This design comes from an exercise in tuning for small area on the open sky130 flow, not from production work.
Only simulation tests tie the RTL to the original design; equivalence was not proved.
Power figures rest on the tool's default switching activity, not on a simulated workload.

### design/flow/constraint.sdc
create_clock -name core_clock -period 25.0 [get_ports {clk}]
set_input_delay 5.0000 -clock core_clock [delete_from_list [all_inputs] [get_ports {clk}]]
set_output_delay 5.0000 -clock core_clock [all_outputs]
set_load 0.01 [all_outputs]
### design/flow/run.sh
#!/bin/bash
# synth_recipe.tcl (not shown) runs the flow's synth.tcl, then flattens the netlist and writes it again
# the make line also repeats each setting of config.mk as NAME=value (left out here)
make -C /OpenROAD-flow-scripts/flow DESIGN_CONFIG=/design/flow/config.mk WORK_HOME=/design/flow/orfs CLKGATE_MAP_FILE= SYNTH_SCRIPT=/design/flow/synth_recipe.tcl finish
### design/flow/config.mk
export PLATFORM = sky130hd
export DESIGN_NAME = AProject2
export DESIGN_NICKNAME = AProject2
export VERILOG_FILES = /design/flow/design.v
export SDC_FILE = /design/flow/constraint.sdc
export NUM_CORES = 4
export LEC_CHECK = 0
export CAP_MARGIN = 20
export CORE_MARGIN = 2
export CORE_UTILIZATION = 40
export SLEW_MARGIN = 20
### design/flow/design.v
`timescale 1ns / 1ps
module AProject2(led,lednext,switch,switchnext,btn, clk, rst, a, b, c, d, e, f, g, an
    );
input [3:0] btn; 
input [4:0] switch;
input [2:0] switchnext;
input clk; 
input rst;                                   
output a, b, c, d, e, f, g;  
output [3:0] an; 
output [4:0] led;
output [2:0] lednext;
reg a, b, c, d, e, f, g;  
reg [3:0] an;
reg slow_clock;
integer i;
integer count;
integer led_count;
integer guess;
integer guess_count;
integer guess_count2;
integer guess_count3;
reg countPL1;
reg countPL2;
reg countPL2values;
reg tempcount;
reg equaltemp;
reg freeze;
reg switchnextcount;
reg [4:0] led;
reg [2:0] lednext;
reg [4:0] dig;
reg [5:0] button0;
reg [5:0] button1;
reg [5:0] button2;
reg [5:0] button3;
reg [5:0] player1_0;
reg [5:0] player1_1;
reg [5:0] player1_2;
reg [5:0] player1_3;
reg [5:0] player2_0;
reg [5:0] player2_1;
reg [5:0] player2_2;
reg [5:0] player2_3;
reg [19:0] player1_full;
reg [19:0] player2_full;
wire slow_tick = (count > 900) && (slow_clock == 1'b0);
always @(posedge clk) 
begin
	if (rst)
	begin
		count<=0;
		slow_clock<=0;
	end
	else if (count > 900)
	begin
		count<=1;
		slow_clock<=~slow_clock;
	end
	else
		count<=count+1;
end
always @(posedge clk) 
if (rst)
begin
	a=0; b=0; c=0; d=0; e=0; f=0; g=0;
	an=0; led=0; lednext=0; dig=0;
	led_count=0;
	guess=0; guess_count=0; guess_count2=0; guess_count3=0;
	countPL1=0; countPL2=0; countPL2values=0;
	tempcount=0; equaltemp=0; freeze=0; switchnextcount=0;
	button0=0; button1=0; button2=0; button3=0;
	player1_0=0; player1_1=0; player1_2=0; player1_3=0;
	player2_0=0; player2_1=0; player2_2=0; player2_3=0;
	player1_full=0; player2_full=0;
end
else if (slow_tick)
begin
	if(freeze==0)
	begin
		led=switch;
		lednext=switchnext;
	end
	if (switch[4] == 0)                                 
	begin
		an=4'b 1111;
		button0=5'b00000;							
		button1=5'b10001;							
		button2=5'b00001;							
		button3=5'b00100;	
		countPL1=0;
		countPL2=0;
		countPL2values=0;
		tempcount=0;
		equaltemp=0;
		freeze=0;
		guess=0;
		guess_count=0;
		guess_count2=0;
		guess_count3=0;			
		player1_0=0;
		player1_1=0;
		player1_2=0;
		player1_3=0;
		player2_0=0;
		player2_1=0;
		player2_2=0;
		player2_3=0;
		player1_full=0;
		player2_full=0;			
	end
   else
		if(freeze==1)
		begin
			if (led_count > 5000) 
			begin 
				led_count=0;
				led=~led; 
				lednext=~lednext;
			end 
			led_count = led_count+1; 
		end
		if(switchnext[2]==1)								 
		begin
			if(switchnextcount==0)
			begin
				button0=player2_0;
				button1=player2_1;
				button2=player2_2;
				button3=player2_3;
				switchnextcount=1;
			end	
		end
		else
		begin
		switchnextcount=0;
		end
	 	if(switchnext[1]==0)									 
		begin
			if(countPL1==0)
			begin
				button0=5'b00000;
				button1=5'b10001;
				button2=5'b00001;
				button3=5'b00100;	
				countPL1=1;
				countPL2=0;
			end
		end
      begin 
			case (an)
				4'b 1110: an=4'b 1101;	
				4'b 1101: an=4'b 1011;  
				4'b 1011: an=4'b 0111;
				4'b 0111: an=4'b 1110;
				4'b 1111:an=4'b 0111;				
				default: an=1111; 
			endcase
			case (an)
				4'b 0111:  
				begin
					if(btn == 4'b0001)
					begin
						if(freeze==0)
						begin
							button0=switch;
							dig=button0;  
						end			
					end
					else
					begin
						dig=button0;
					end
				end
				4'b 1011: 
				begin
					if(btn == 4'b0010)
					begin
						if(freeze==0)
						begin								
							button1=switch;
							dig=button1;
						end
					end
					else
					begin
						dig=button1;
					end
				end	 
				4'b 1101: 
				begin
					if(btn == 4'b0100)
					begin
						if(freeze==0)
						begin								
							button2=switch;
							dig=button2;
						end
					end
					else
					begin
						dig=button2;
					end
				end
				4'b1110:  
				begin
					if(btn == 4'b1000)
					begin
						if(freeze==0)
						begin
							button3=switch;
							dig=button3;
						end
					end
					else
					begin
						dig=button3;
					end	
				end
			endcase
			if(switchnext[1]==1)														 
			begin
				if(countPL2==0)
				begin
					player1_0=button0;						     					 
					player1_1=button1;
					player1_2=button2;
					player1_3=button3;
					player1_full[4:0]=player1_0;
					player1_full[9:5]=player1_1;
					player1_full[14:10]=player1_2;
					player1_full[19:15]=player1_3;
					button0=5'b00000;
					button1=5'b10010;
					button2=5'b00001;
					button3=5'b00100;	
					countPL1=0;
					countPL2=1;
				end
				if(switchnext[0]==1)													 
				begin
					if(countPL2values==0)
					begin					
						player2_0=button0;						     					 
						player2_1=button1;
						player2_2=button2;
						player2_3=button3;
						player2_full[4:0]=player2_0;
						player2_full[9:5]=player2_1;
						player2_full[14:10]=player2_2;
						player2_full[19:15]=player2_3;								
						countPL2values=1;
					end
				end
				if(switchnext[0]==0)													 
				begin
					if(countPL2values==1)
					begin
						if(player2_full < player1_full)     					 
						begin
							button0=5'b 00000;
							button1=5'b 00011;
							button2=5'b 00001;
							button3=5'b 10010;
							guess=guess+1;
							countPL2values=0;
						end
						if(player2_full > player1_full)      					 
						begin
							button0=5'b 00000;
							button1=5'b 00101;
							button2=5'b 00010;
							button3=5'b 10010;
							guess=guess+1;
							countPL2values=0;
						end
						if(player2_full == player1_full)
						begin
							if(equaltemp==0)
							begin
								guess=guess+1;
								equaltemp=1;
							end
							if(guess>=1000 && guess<10000)
							begin
								guess=guess-1000;
								guess_count3=guess_count3+1;
							end												
							if(guess>=100 && guess<1000)
							begin
								guess=guess-100;
								guess_count2=guess_count2+1;
							end
							if(guess>=10 && guess<100)
							begin
								guess=guess-10;
								guess_count=guess_count+1;													
							end
							if(guess<10)
							begin
								if(tempcount==0)
								begin
									guess=guess+16;
									guess_count=guess_count+16;
									guess_count2=guess_count2+16;
									guess_count3=guess_count3+16;														
									tempcount=1;
								end
								button0=guess;
								button1=guess_count;
								button2=guess_count2;
								button3=guess_count3;
								led=0;
								lednext=0;
								countPL2values=0;
								freeze=1;
							end
						end											
					end
				end
			end
		end
		case (dig) 
		  5'b11111:  begin   
							a=0; b=1; c=1; d=1; e=0; f=0; g=0;  
						 end
		  5'b11110:  begin    
							a=0; b=1; c=1; d=0; e=0; f=0; g=0;  
						 end
		  5'b11101:  begin   
							a=1; b=0; c=0; d=0; e=0; f=1; g=0;  
						 end
		  5'b11100:  begin    
							a=0; b=1; c=1; d=0; e=0; f=0; g=1;  
						 end
		  5'b11011:  begin    
							a=1; b=1; c=0; d=0; e=0; f=0; g=0;  
						 end
		  5'b11010:  begin    
							a=0; b=0; c=0; d=1; e=0; f=0; g=0;  
						 end
		  5'b11001:  begin    
							a=0; b=0; c=0; d=1; e=1; f=0; g=0;  
						 end
		  5'b11000:  begin    
							a=0; b=0; c=0; d=0; e=0; f=0; g=0;  
						 end
		  5'b10111:  begin   
							a=0; b=0; c=0; d=1; e=1; f=1; g=1;  
						 end
		  5'b10110:  begin    
							a=0; b=1; c=0; d=0; e=0; f=0; g=0;  
						 end	
		  5'b10101:  begin    
							a=0; b=1; c=0; d=0; e=1; f=0; g=0;  
						 end
		  5'b10100:  begin    
							a=1; b=0; c=0; d=1; e=1; f=0; g=0;  
						 end
		  5'b10011:  begin    
							a=0; b=0; c=0; d=0; e=1; f=1; g=0;  
						 end 
		  5'b10010:  begin     
							a=0; b=0; c=1; d=0; e=0; f=1; g=0;    
						 end 
		  5'b10001:  begin     
							a=1; b=0; c=0; d=1; e=1; f=1; g=1;  
						 end 
		  5'b10000:  begin    
							a=0; b=0; c=0; d=0; e=0; f=0; g=1;  
						 end 
		  5'b00001:  begin    
							a=1; b=1; c=1; d=0; e=0; f=0; g=1;     
						 end
		  5'b00010:  begin    
							a=1; b=0; c=0; d=1; e=0; f=0; g=0;     
						 end	
		  5'b00011:  begin    
							a=1; b=1; c=0; d=0; e=0; f=1; g=0;     
						 end			 
		  5'b00100:  begin    
							a=0; b=0; c=1; d=1; e=0; f=0; g=0;     
						 end
		  5'b00101:  begin    
							a=1; b=1; c=1; d=1; e=0; f=1; g=1;     
						 end
		  5'b00110:  begin    
							a=1; b=0; c=0; d=0; e=0; f=0; g=1;     
						 end
		  5'b00111:  begin    
							a=0; b=1; c=0; d=0; e=1; f=0; g=1;     
						 end
		  5'b01000:  begin    
							a=1; b=0; c=0; d=0; e=1; f=0; g=0;     
						 end					 
		  5'b00000:  begin    
							a=1; b=1; c=1; d=1; e=1; f=1; g=1;      
						 end 	
		  default:  begin    
							a=1; b=1; c=1; d=1; e=1; f=1; g=1;  
						end 
		endcase 
	end
endmodule
==> impl_metrics.csv <==
group,metric,value,unit
status,status,"no timing/DRC/antenna violations",
clock_tree,clock_path_buffers,3,
critical_path,critical_path.endpoint_type,"register",
floorplanning,effective_utilization_at_floorplan,40.55,%
global_routing,grt_usage,28.57,%
floorplanning,die_h,218.7,um
finish,filler_cell_count,4761,
critical_path,r2r_slack,8560,ps
timing,count_of_pins_over_their_slew_limit,0,
global_routing,grt_antenna_before_repair,1,
global_routing,grt_max_degree,97,
floorplanning,area_of_the_die,47830,um2
drt,routed_wl,69990,um
timing,report.final.setup_viol,0,
drt,detail_route.vias_per_cell,6.355,
drt,wire_per_inst,22.28,um
critical_path,worstPathRequired,25470,ps
timing,worstMarginPinSlew,1201,ps
finish,layout-area-overhead-vs-synth,8.780,%
logic_synthesis,synth.distinct_cells,99,
clock_tree,post-cts-setup-buffer-count,0,
min_path,min_from,"a$_SDFFE_PP0P_",
placed_design,placement.io_buffers,32,
logic_synthesis,yosys.cell_count.top_type,"sky130_fd_sc_hd__nor2_1",
timing,achievable-frequency,47.42,MHz
global_routing,overflow_left_after_global_routing,0,
logic_synthesis,netlist_area_pre_place,18440,um2
critical_path,startpoint_type,"input port",
logic_synthesis,post_synth_inst_count,2576,
min_path,hold_path_class,"register to register",
placed_design,finalWeightedCongestion,0.9640,
drt,drt.antenna.violating_nets,0,
critical_path,crit_path_max_fanout,25,
critical_path,worst_path_most_repeated_cell,"sky130_fd_sc_hd__nand3_1",
logic_synthesis,ys_seq_area_share,24.21,%
finish,final_net_count,2577,
floorplanning,top_level_ports,33,
clock_tree,clk-insertion-delay-late,580,ps
job,timing.max_cap.violations,0,
floorplanning,chipWidth,218.7,um
logic_synthesis,ys_ff_latch,223,
timing,timing.final.crit_period,21090,ps
clock_tree,clkSlewWorstSetupHoldPaths,60,ps
logic_synthesis,yosysTopAreaCell,"sky130_fd_sc_hd__dfxtp_1",
drt,remaining_drcs,0,
logic_synthesis,leading_cell_types_by_total_area_after_synthesis,"sky130_fd_sc_hd__dfxtp_1 (24%), sky130_fd_sc_hd__nor2_1 (7.1%), sky130_fd_sc_hd__nand2_1 (6.8%)",
clock_tree,cts_hold_buffers,0,
global_routing,wire_length_of_the_first_global_routing_pass,107900,um
finish,drive_above_1_share,5.394,%
logic_synthesis,synth-edff-count,0,
clock_tree,tritoncts,"done",
logic_synthesis,share_of_the_synthesized_area_in_the_top_cell_type,24.21,%
floorplanning,core_ar,45480,um2
logic_synthesis,dominantRegCellSynth,"sky130_fd_sc_hd__dfxtp_1",
floorplanning,row_count,78,
critical_path,crit_path_top_delay_cell,"sky130_fd_sc_hd__clkdlybuf4s50_1",
critical_path,setup.worst_path.start,"switchnext[1]",
critical_path,worst_path_arrival,21560,ps
clock_tree,tritoncts.num_buffers,27,
logic_synthesis,synth.net_count,2630,
timing,rsz_0062_raised_after_global_routing,"no",
timing,setup-tns-final,0,ps
clock_tree,ctsResizeCount,0,
timing,slew-limit-headroom,19.64,%
drt,vias,19970,
critical_path,critical_path_class,"input port to register",
power,power.density_cell_area,40.23,nW/um2
timing,timing.clock.skew,17.49,ps
power,worst_supply_voltage_drop_on_vdd,0.00004645,V
placed_design,detailed_place_hpwl,51660,um
logic_synthesis,synth_top_cells_by_count,"sky130_fd_sc_hd__nor2_1 (347), sky130_fd_sc_hd__nand2_1 (333), sky130_fd_sc_hd__dfxtp_1 (223)",
logic_synthesis,postSynthAreaPerCell,7.158,um2
timing,fin_crit_sh,84.36,%
timing,hold_violations,0,
clock_tree,h-tree-depth,1,
drt,drt_iter0_drc,2440,
logic_synthesis,fraction_of_registers_with_async_set_reset,0,%
critical_path,critical_path.reg2reg.startpoint,"freeze$_SDFFE_PP0P_",
logic_synthesis,yosys_warnings,1,
power,cellLeakagePower,6.823,nW
clock_tree,clock-sinks,223,
clock_tree,clockRootBuffer,"sky130_fd_sc_hd__clkbuf_16",
global_routing,first_global_vias,18370,
finish,final_core_util,44.11,%
critical_path,cpPeakStageDelay,1030,ps
drt,detail_route.first_pass.iterations,8,
==> metrics by stage <==
step / std cells / total power (W) / hold slack, ps / setup WS (ps) / cell area (um2)
after CTS: 3140 / 0.0008134 / 453.5 / 4209 / 20050
final: 3142 / 0.0008071 / 452.4 / 3911 / 20060
after global placement: 3094 / 0.0004220 / 440.9 / 3881 / 19200
after global routing: 3140 / 0.0008329 / 479.3 / 2648 / 20050
after floorplan: 2576 / 0.0004029 / 431.6 / 5378 / 18440
after detailed placement: 3094 / 0.0004223 / 447.1 / 3682 / 19200
==> cell families (layout without fill, tap and decap cells) <==
family	Yosys count	after routing	share of synthesized area, %
XOR/XNOR	207	207	9.906
multiplexers	58	58	3.230
AO/OA/AOI/OAI	632	632	23.06
buffers and inverters	196	160	4.173
AND/OR/NAND/NOR	1220	1220	32.71
adder cells (fa/ha/maj)	40	40	2.714
flip-flops	223	223	24.21
other	0	2	0
==> report_power, final <==
| group | switching (W) | internal (W) |
|---|---|---|
| registers | 0.000000456 | 0.000356 |
| logic | 0.0000440 | 0.0000159 |
| clock network | 0.000166 | 0.000225 |
==> state kept, by name, summed over array words and instances (netlist names), 20 cells and up <==
signal and count:
count 32, player1_full 20, led_count 32, player2_full 20, guess 32
==> path summary, 6_finish.rpt <==
check / cells after the start / end
worst max-delay path: 53 / guess_count[4]$_SDFFE_PP0P_
worst min-delay path: 2 / a$_SDFFE_PP0P_
worst max register to register: 52 / guess_count[4]$_SDFFE_PP0P_
worst min register to register: 2 / a$_SDFFE_PP0P_
==> final cells by class <==
class	count	area, um2	area share [%]
Antenna cell	2	5.005	0.02495
Timing Repair Buffer	67	585.6	2.919
Clock buffer	37	733.2	3.655
Tap cell	600	750.7	3.743
Inverter	47	176.4	0.8795
Sequential cell	223	4464	22.26
Multi-Input combinational cell	2157	13230	65.96
Clock inverter	9	113.9	0.5676
==> cells in the final DEF, fill, tap and decap left out, types with 32 or more instances in the layout <==
| master | netlist | routed |
|---|---|---|
| sky130_fd_sc_hd__nor2_1 | 347 | 344 |
| sky130_fd_sc_hd__nand2_1 | 333 | 333 |
| sky130_fd_sc_hd__dfxtp_1 | 223 | 223 |
| sky130_fd_sc_hd__a21oi_1 | 154 | 154 |
| sky130_fd_sc_hd__xnor2_1 | 141 | 141 |
| sky130_fd_sc_hd__nand3_1 | 119 | 119 |
| sky130_fd_sc_hd__o21ai_0 | 110 | 109 |
| sky130_fd_sc_hd__xor2_1 | 65 | 65 |
| sky130_fd_sc_hd__nor3_1 | 61 | 61 |
| sky130_fd_sc_hd__nand4_1 | 61 | 61 |
| sky130_fd_sc_hd__nor4_1 | 53 | 52 |
| sky130_fd_sc_hd__mux2i_1 | 49 | 49 |
| sky130_fd_sc_hd__a22oi_1 | 49 | 49 |
| sky130_fd_sc_hd__inv_1 | 46 | 46 |
| sky130_fd_sc_hd__and3_1 | 42 | 42 |
| sky130_fd_sc_hd__ha_1 | 40 | 40 |
| sky130_fd_sc_hd__buf_4 | 3 | 35 |
| sky130_fd_sc_hd__and2_1 | 32 | 32 |
==> per-layer routing <==
layer  GRT usage [%]  vias to the layer above  wire [um]  part of all wire [%]
li1                -                     9339          -                     -
met5               0                        -          0                     0
met1           41.42                     9461      31250                    45
met3           5.024                      148       7342                    10
met2           42.93                     1020      29340                    42
met4           8.288                        0       2055                   2.9
==> worst max-delay path: cells and delay by family <==
| family | cells | cell delay (ps) |
|---|---|---|
| AO/OA/AOI/OAI | 10 | 2580 |
| XOR/XNOR | 3 | 830 |
| adder cells (fa/ha/maj) | 4 | 1120 |
| buffers and inverters | 6 | 2390 |
| multiplexers | 3 | 780 |
| AND/OR/NAND/NOR | 27 | 8820 |

## port drivers added, routing unchanged
No port has a modelled driver above. Below, the same layout with a new extraction and two added sets of constraints. Step 1 (the two cells are an assumption about what drives the block):
set clk [get_ports {clk}]
set_driving_cell -lib_cell sky130_fd_sc_hd__clkbuf_16 $clk
set_driving_cell -lib_cell sky130_fd_sc_hd__buf_2 [delete_from_list [all_inputs] $clk]
Step 2 moves the port delays by t, midway between the first and last clock arrival at a register: inputs arrive t later, outputs are due t later. That takes back most of the time a late clock gives input paths. a / b / c = no drivers / after step 1 / after step 2; a / b = the first two.
t (ns): 0.632
setup WS [ns]: 3.911 / 3.945 / 3.313
worst register clock-pin slew, ns: 0.06 / 0.06
worst data-port slew with drivers (ns): 0.04
After both steps setup and hold are still met in this run. The setup slack of this run moves by +0.034 ns with the drivers and by -0.598 ns with both steps.
